What follows belongs to an exercise in optimizing a design on an open flow for small area, a short achievable clock period and few clock cycles; a production flow would make more cautious choices. Function was checked by simulation only, so behaviour that the tests miss may differ from the original.

===== design.v =====
module ellipse_generator
#(
parameter  int  BITS_RES            = 12,             
parameter  int  BITS_RAD            = BITS_RES - 1,   
parameter  bit  USE_ALTERA_IP       = 0               
)
(
  input logic                        clk,               
  input logic                        reset,             
  input logic                        enable,            
  input logic                        run,               
  input logic         [1:0]          quadrant,          
  input logic                        ellipse_filled,    
  input logic  signed [BITS_RES-1:0] Xc,                
  input logic  signed [BITS_RES-1:0] Yc,                
  input logic  signed [BITS_RES-1:0] Xr,                
  input logic  signed [BITS_RES-1:0] Yr,                
  input logic                        ena_pause,         
  output logic                       busy,              
  output logic signed [BITS_RES:0]   X_coord,           
  output logic signed [BITS_RES:0]   Y_coord,           
  output logic                       pixel_data_rdy,    
  output logic                       ellipse_complete   
);
logic               draw_line ;
logic        [1:0]  quadrant_latch ;     
logic        [3:0]  sub_function ;     
logic               inv ;     
logic               draw_flat ;     
logic               filled ;     
logic signed   [BITS_RES-1:0]   x ;     
logic signed   [BITS_RES-1:0]   y ;     
logic signed   [BITS_RES-1:0]   xcr ;     
logic signed   [BITS_RES-1:0]   ycr ;     
logic signed   [BITS_RES-1:0]   xrr ;     
logic signed   [BITS_RES-1:0]   yrr ;     
logic signed   [BITS_RAD*3+1:0] p ;     
logic signed   [BITS_RAD*3+1:0] px ;     
logic signed   [BITS_RAD*3+1:0] py ;     
logic unsigned [BITS_RAD*2-1:0] rx2 ;     
logic unsigned [BITS_RAD*2-1:0] ry2 ;     
logic unsigned [BITS_RAD*1-1:0] alu_mult_a ;  
logic unsigned [BITS_RAD*2-1:0] alu_mult_b ;  
logic unsigned [BITS_RAD*3-1:0] alu_mult_y     ;  
logic               pixel_data_rdy_int ;     
logic               busy_int ;     
logic               ena_process ;     
logic               freeze ;     
     always_ff @(posedge clk) if (ena_process) alu_mult_y <= alu_mult_a * alu_mult_b ;
always_comb begin
   pixel_data_rdy = pixel_data_rdy_int && !ena_pause ;  
   busy           = busy_int || run ;                   
   ena_process    = enable && !(ena_pause && pixel_data_rdy_int);
end
always_ff @( posedge clk or posedge reset ) begin
   if ( reset ) begin
      draw_line          <= 1'b0  ;
      pixel_data_rdy_int <= 1'b0  ;
      busy_int           <= 1'b0  ;
      ellipse_complete   <= 1'b0  ;
      quadrant_latch     <= 2'b0  ;
      sub_function       <= 4'd0  ;  
      x                  <= 0 ;
      y                  <= 0 ;
      xcr                <= 0 ;
      ycr                <= 0 ;
      xrr                <= 0 ;
      yrr                <= 0 ;
      p                  <= 0 ;
      rx2                <= 0 ;
      ry2                <= 0 ;
      px                 <= 0 ;
      py                 <= 0 ;
      inv                <= 1'b0 ;       
      draw_flat          <= 1'b0 ;
      filled             <= 1'b0 ;
      freeze             <= 1'b0 ;
      X_coord            <= (BITS_RES)'(0);
      Y_coord            <= (BITS_RES)'(0);
      alu_mult_a         <= (BITS_RAD*1)'(0);
      alu_mult_b         <= (BITS_RAD*2)'(0);
   end
   else if ( ena_process  ) begin 
if (!freeze) begin
  if (inv==0) begin
    case ( quadrant_latch )
      4'd0 : begin
             X_coord    <=  xcr + x;
             Y_coord    <=  ycr + y;
             end
      4'd1 : begin
             X_coord    <=  xcr - x;
             Y_coord    <=  ycr + y;
             end
      4'd2 : begin
             X_coord    <=  xcr + x;
             Y_coord    <=  ycr - y;
             end
      4'd3 : begin
             X_coord    <=  xcr - x;
             Y_coord    <=  ycr - y;
             end
      endcase
  end else begin
  case ( quadrant_latch )
      4'd0 : begin
             Y_coord    <=  xcr + x;
             X_coord    <=  ycr + y;
             end
      4'd1 : begin
             Y_coord    <=  xcr + x;
             X_coord    <=  ycr - y;
             end
      4'd2 : begin
             Y_coord    <=  xcr - x;
             X_coord    <=  ycr + y;
             end
      4'd3 : begin
             Y_coord    <=  xcr - x;
             X_coord    <=  ycr - y;
             end
      endcase
  end
end else begin   
  if (((X_coord==xcr)&& !inv) || ((X_coord==ycr)&& inv) )  freeze     <= 1'b0;            
  if (((X_coord>xcr)&& !inv)  || ((X_coord>ycr)&& inv)  )  X_coord    <= X_coord - 1'b1;  
  if (((X_coord<xcr)&& !inv)  || ((X_coord<ycr)&& inv)  )  X_coord    <= X_coord + 1'b1;  
end
casez ( sub_function )
    4'd0 : begin  
      if ( run ) begin   
         quadrant_latch <= quadrant ;  
         if ( ( Xr == 0 ) && ( Yr == 0 ) ) begin  
            x                  <= 0    ;  
            y                  <= 0    ;  
            pixel_data_rdy_int <= 1'b0  ;  
            ellipse_complete   <= 1'b0  ;  
            sub_function       <= 4'd9  ;  
            draw_line          <= 1'b1  ;  
            busy_int           <= 1'b1  ;  
            xcr       <= Xc ;  
            ycr       <= Yc ;
            xrr       <= 0 ;
            yrr       <= 0 ;
            inv       <= 1'b0 ;
            draw_flat <= 1'b0 ;
            freeze    <= 1'b0 ;
         end
         else begin  
            sub_function       <= sub_function + 1'd1  ;  
            draw_line          <= 1'b1  ;  
            busy_int           <= 1'b1  ;  
            pixel_data_rdy_int <= 1'b0  ;  
            ellipse_complete   <= 1'b0  ;  
            xcr       <= Xc ;  
            ycr       <= Yc ;
            xrr       <= Xr ;
            yrr       <= Yr ;
            inv       <= 1'b0 ;
            draw_flat <= 1'b0 ;
            filled    <= ellipse_filled ;
            freeze    <= 1'b0 ;
         end  
      end  
    end  
    4'd1 : begin  
     alu_mult_a[BITS_RAD*1-1:0]          <= xrr[BITS_RAD-1:0] ;
     alu_mult_b[BITS_RAD*1-1:0]          <= xrr[BITS_RAD-1:0] ;
     alu_mult_b[BITS_RAD*2-1:BITS_RAD*1] <= 0     ;
     x                                   <= 0     ;
     y                                   <= yrr   ;
     draw_flat                           <= 1'b0  ;
     p                                   <= 0     ;
     sub_function                        <= sub_function + 1'd1  ;  
    end
    4'd2 : begin  
     alu_mult_a[BITS_RAD*1-1:0]          <= yrr[BITS_RAD-1:0] ;
     alu_mult_b[BITS_RAD*1-1:0]          <= yrr[BITS_RAD-1:0] ;
     alu_mult_b[BITS_RAD*2-1:BITS_RAD*1] <= 0     ;
     sub_function                        <= sub_function + 1'd1  ;  
    end
    4'd3 : begin  
     rx2[BITS_RAD*2-1:0]                <= alu_mult_y[BITS_RAD*2-1:0] ;  
     alu_mult_a[BITS_RAD*1-1:0]          <= yrr[BITS_RAD-1:0] ;
     alu_mult_b[BITS_RAD*2-1:0]          <= alu_mult_y[BITS_RAD*2-1:0] ;
     ry2                                 <= (BITS_RAD*2)'((alu_mult_y[BITS_RAD*2-1:0] + 2) >> 2) ;  
     px                                  <= 0     ;                                  
     sub_function                        <= sub_function + 1'd1  ;                   
    end
    4'd4 : begin  
     px                                 <= px + ry2 ;  
     ry2[BITS_RAD*2-1:0]                <= alu_mult_y[BITS_RAD*2-1:0] ;  
     sub_function                       <= sub_function + 1'd1  ;  
    end
    4'd5 : begin  
     px                                 <= px + ry2 - alu_mult_y[BITS_RAD*3-1:0] ;  
     py                                 <= (alu_mult_y[((BITS_RAD)*3-1):0]) << 1 ;  
     sub_function                       <= sub_function + 1'd1  ;  
    end
    4'd6 : begin  
     p                                  <= px  ;  
     px                                 <= 0;
              if (xrr<2) sub_function   <= sub_function + 2'd2  ;  
              else       sub_function   <= sub_function + 1'd1  ;  
    end
    4'd7 : begin  
  if (!freeze) begin
       if (px <= py) begin   
                     pixel_data_rdy_int <= 1'b1  ;  
		             x                  <= x + 1'd1 ;
		             px                 <= px + (ry2<<1);
                     if (inv && filled) freeze <= 1'b1;    
		             if (p <= 0) begin
	                             p  <= p + ry2 + (px + (ry2<<1)) ;
		                         end else begin
		                         if (!inv && filled)  freeze <= 1'b1;      
                                 y  <= y - 1'd1;
                                 py <= py - (rx2<<1);
                                 p  <= p + ry2 + (px + (ry2<<1)) - (py - (rx2<<1)) ;
                                 end
       end else begin  
          pixel_data_rdy_int <= 1'b0  ;                 
          sub_function       <= sub_function + 1'd1  ;  
       end
   end  
    end  
    4'd8 : begin  
if (!freeze) begin
if (((y<2) || draw_flat) && x <= xrr ) begin  
    draw_flat          <= 1'b1 ;       
    y                  <= 0        ;   
              if (draw_flat) begin               
              pixel_data_rdy_int <= 1'b1  ;      
              x                  <= x + 1'd1 ;   
              end
    end else begin
          if (inv) begin
                   pixel_data_rdy_int <= 1'b0  ;  
                   sub_function       <= 4'd0  ;  
                   inv                <= 1'b0  ;  
                   draw_line          <= 1'b0  ;  
                   ellipse_complete   <= 1'b1  ;
                   busy_int           <= 1'b0  ;  
          end else begin
                   pixel_data_rdy_int <= 1'b0  ;  
                   sub_function       <= 4'd1  ;  
                   inv                <= 1'b1  ;  
                   xcr                <= ycr   ;  
                   ycr                <= xcr   ;
                   xrr                <= yrr   ;  
                   yrr                <= xrr   ;
          end
     end  
    end  
    end  
    4'd9 : begin  
            pixel_data_rdy_int <= 1'b1                 ;  
            sub_function       <= sub_function + 1'd1  ;  
    end
    default : begin                 
    sub_function       <= 4'd0  ;   
    draw_line          <= 1'b0  ;   
    pixel_data_rdy_int <= 1'b0  ;  
    sub_function       <= 4'd0  ;  
    ellipse_complete   <= 1'b1  ;
    busy_int           <= 1'b0  ;  
    end
  endcase  
      if (!draw_line && !run ) begin
         pixel_data_rdy_int <= 1'b0 ;  
         ellipse_complete   <= 1'b0 ;  
         busy_int           <= 1'b0 ;  
      end
   end  
end
endmodule

===== run.sh =====
#!/bin/bash
# synth_recipe.tcl (not shown) runs the flow's synth.tcl, then flattens the netlist and writes it again
# the make line also repeats each setting of config.mk as NAME=value (left out here)
make -C /OpenROAD-flow-scripts/flow DESIGN_CONFIG=/design/flow/config.mk WORK_HOME=/design/flow/orfs CLKGATE_MAP_FILE= SYNTH_SCRIPT=/design/flow/synth_recipe.tcl finish

===== config.mk =====
export PLATFORM = sky130hd
export DESIGN_NAME = ellipse_generator
export DESIGN_NICKNAME = ellipse_generator
export VERILOG_FILES = /design/flow/design.v
export SDC_FILE = /design/flow/constraint.sdc
export NUM_CORES = 4
export LEC_CHECK = 0
export CAP_MARGIN = 20
export CORE_MARGIN = 2
export CORE_UTILIZATION = 40
export SLEW_MARGIN = 20

===== constraint.sdc =====
create_clock -name core_clock -period 7.5 [get_ports {clk}]
set_input_delay 1.5000 -clock core_clock [delete_from_list [all_inputs] [get_ports {clk}]]
set_output_delay 1.5000 -clock core_clock [all_outputs]
set_load 0.01 [all_outputs]

==> notes.md <==
## worst max path at each step
stage / end / depth (start not counted) / start
floorplan: p[34] / 33 / px[1]
global placement: p[34] / 32 / ry2[1]
detailed placement: p[34] / 32 / ry2[1]
CTS: p[34] / 32 / ry2[1]
global route: p[34] / 32 / px[2]
finish: p[31] / 30 / px[4]
## synthesized netlist by cell type, types with 51 or more instances
| cell | n | area, um2 |
|---|---|---|
| and2_1 | 113 | 707 |
| fa_1 | 211 | 4220 |
| xor2_1 | 86 | 753 |
| a31oi_1 | 85 | 532 |
| xnor2_1 | 181 | 1590 |
| a21o_1 | 105 | 788 |
| a21oi_1 | 303 | 1520 |
| nand3_1 | 66 | 330 |
| dfrtp_1 | 293 | 7330 |
| inv_1 | 413 | 1550 |
| o21ai_0 | 331 | 1660 |
| nor2_1 | 314 | 1180 |
| ha_1 | 388 | 4850 |
| clkbuf_1 | 184 | 691 |
| nand2_1 | 603 | 2260 |
| nand2b_1 | 51 | 319 |
## routing by layer
| metal | wire length [um] | vias up | GRT usage, % |
|---|---|---|---|
| met1 | 54100 | 15500 | 35.1 |
| met2 | 48200 | 874 | 36.0 |
| met4 | 1780 | 0 | 4.69 |
| li1 | - | 15400 | - |
| met5 | 0 | - | 0 |
| met3 | 6940 | 110 | 3.08 |
## flip-flops by register name, summed over array words and instances, names as in the netlist, 13 cells and up
register / count
p: 35
px: 35
py: 34
alu_mult_y: 33
alu_mult_b: 22
rx2: 22
ry2: 22
X_coord: 13
Y_coord: 13
## metrics by stage
| stage | instances | util (%) | cell area, um2 |
|---|---|---|---|
| final | 5656 | 44.2 | 40500 |
| after detailed placement | 5572 | 42.4 | 38800 |
| after global placement | 5572 | 42.4 | 38800 |
| after floorplan | 4462 | - | 36900 |
| after global routing | 5655 | 44.2 | 40500 |
| after CTS | 5653 | 44.1 | 40300 |
## timing repair
| item | CTS | global route |
|---|---|---|
| setup buffers | 0 | 1 |
| hold buffers | 0 | 0 |
| endpoints found under the setup margin | 0 | 8 |
| gates resized for setup | 0 | 21 |
## kinds of logic after synthesis
| family | Yosys count |
|---|---|
| buf+inv | 626 |
| xor+xnor | 268 |
| flops | 326 |
| mux | 38 |
| compound gates | 1224 |
| simple gates | 1381 |
| fa+ha+maj | 599 |
## worst min-delay path: cells and delay by family (launching register included)
kind	cells	cell delay, ps
flops	1	340
compound gates	1	60
simple gates	1	50
## cell usage in the layout (no fill, tap or decap), types with 66 or more instances in the layout
cell type        synthesis  final
clkdlybuf4s50_1          0     84
nand2_1                603    601
a21oi_1                303    299
inv_1                  413    412
ha_1                   388    386
xor2_1                  86     84
nand3_1                 66     66
fa_1                   211    211
a31oi_1                 85     84
and2_1                 113    110
nor2_1                 314    313
xnor2_1                181    179
o21ai_0                331    328
dfrtp_1                293    292
a21o_1                 105    105
## cell type report
class	count	area share, %
Antenna cell	1	0.00618
Clock buffer	58	2.95
Clock inverter	23	0.757
Inverter	415	3.86
Multi-Input combinational cell	3510	65.0
Sequential cell	326	20.6
Tap cell	1186	3.67
Timing Repair Buffer	137	3.14
==> flow_summary.ini <==
[outcome]
outcome = finished clean

[sta]
timing.final.crit_share_pct = 95.5
worst_clock_skew_ps = 52.7
setup-tns-final_ps = 0
final_critical_path_setup_slack_ps = 335
worst_slew_margin_rel_pct = 32.7
finalHoldWorstSlack_ps = 481
final-hold-violation-count = 0
finalSetupViolations = 0
layout_min_cycle_time_ps = 7170
pin_slew_with_the_least_headroom_to_its_limit_ps = 1000
finalMaxSlewViolations = 0
rsz0062_at_grt = no
fmax_mhz = 140

[critical_path]
crit_path_start_kind = flip-flop
timing.critical_path.arrival_ps = 7660
crit_type = reg -> reg
worst_path_max_stage_delay_ps = 480
worst_setup_path_end_kind = flip-flop
worst_reg_to_reg_setup_slack_ps = 330
required_time_worst_endpoint_ps = 7990
crit_reg_reg_startpoint = px[4]
worstReg2RegEnd = p[31]
path_delay_family = compound AO/OA/AOI/OAI gates
critical_path.max_fanout = 6
crit_path_top_delay_cell = fa_1
cp.buffers_inverters = 1
rr_worst_depth = 30

[cells_and_area]
multiInputGateArea_um2 = 26300
post_route_cells_drive_above_1_share_pct = 5.24
final_nets = 5089
seq_area_um2 = 8320
syn2layout_area_growth_pct = 9.67
fillerInstances = 8971

[global_routing]
grt_max_degree = 161
grt_usage_pct = 23.4
grt_remaining_overflow = 0
first_global_vias = 30800
grt_pass1_wl_um = 176000
initial_antenna_violation_count = 0

[route]
routed_vias_inst = 5.63
detail-route-antenna-nets = 0
wl_um = 111000
drc = 0
vias = 31900
routedWlPerCell_um = 19.6
detail_route.first_pass.iterations = 6
drt-initial-drc-count = 2501

[place]
gpl.final_weighted_congestion = 0.932
placement.io_buffers = 84
detailedPlace.worstSlack_ps = 224
dp_hpwl_um = 86800

[yosys]
post_synth_and_or_nand_nor_area_fraction_pct = 17.1
yosys.cell_types.count = 109
seq_area_frac_synth_pct = 22.6
main_combinational_cell_family_by_area_after_synthesis = adder cells
synth_compound_gate_area_share_pct = 21.4
asyncSetResetFlopFracSynth_pct = 89.9
postSynthRegisterBits = 326
dominantRegCellSynth = dfrtp_1
yosys.area_share.adder_pct = 24.6
synth.area.mux_share_pct = 1.51
synth_xor_area_share_pct = 6.40
synth_cells = 4462
netlist_area_um2 = 36900
synth_nets = 5117
ys_warn_count = 1
synthesis.area_per_instance_um2 = 8.27
number_of_enable_type_register_cells_in_the_synthesized_netlist = 33

[min_path]
worst_hold_path.num_cells = 2
hold_path_endpoint = Y_coord[7]
min_path_type = reg -> reg
hold_path_start = Y_coord[7]

[clocking]
number_of_buffers_on_the_longest_clock_path = 3
clk_latency_ps = 640
tritoncts_num_sinks = 326
ctsHtreeMaxLevel = 2
cts_root_buf = clkbuf_16
numCtsBuffers = 44
path_clk_slew_ps = 60
clock_tree_from_tritoncts = yes

[floorplan]
design.die.area_um2 = 94700
boundaryPins = 85
initial_core_util_pct = 40.3
fp.dieH_um = 308
placementRows = 111
die_width_um = 308
core_area_um2 = 91500

[flow_run]
maxCapViolCount = 0
Testbench counts, summed over its fixed seeds: cycles 332,522.

what the ideal ports hide:
Ports are ideal in the flow. The routed layout listed here was re-timed in OpenROAD. Step 1 assumes that a clkbuf_16 drives the clock port and a buf_2 every other input. Step 2 times the ports against the registers' clock, not the clock port: input delays grow and output delays shrink by t, the midpoint of the rising clock arrivals with the driver on. Three values: ideal ports, drivers, drivers and shift; two values: the first two.
t, ns: 0.679
setup WS [ns]: 0.335 / 0.335 / 0.335
hold slack, ns: 0.481 / 0.481 / 0.481
latest minus earliest clock arrival (ns): 0.055 / 0.055
pins driven straight from the clock port: 1
After both steps setup and hold are still met in this run. The setup slack of this run moves by 0.000 ns with the drivers and by 0.000 ns with both steps.
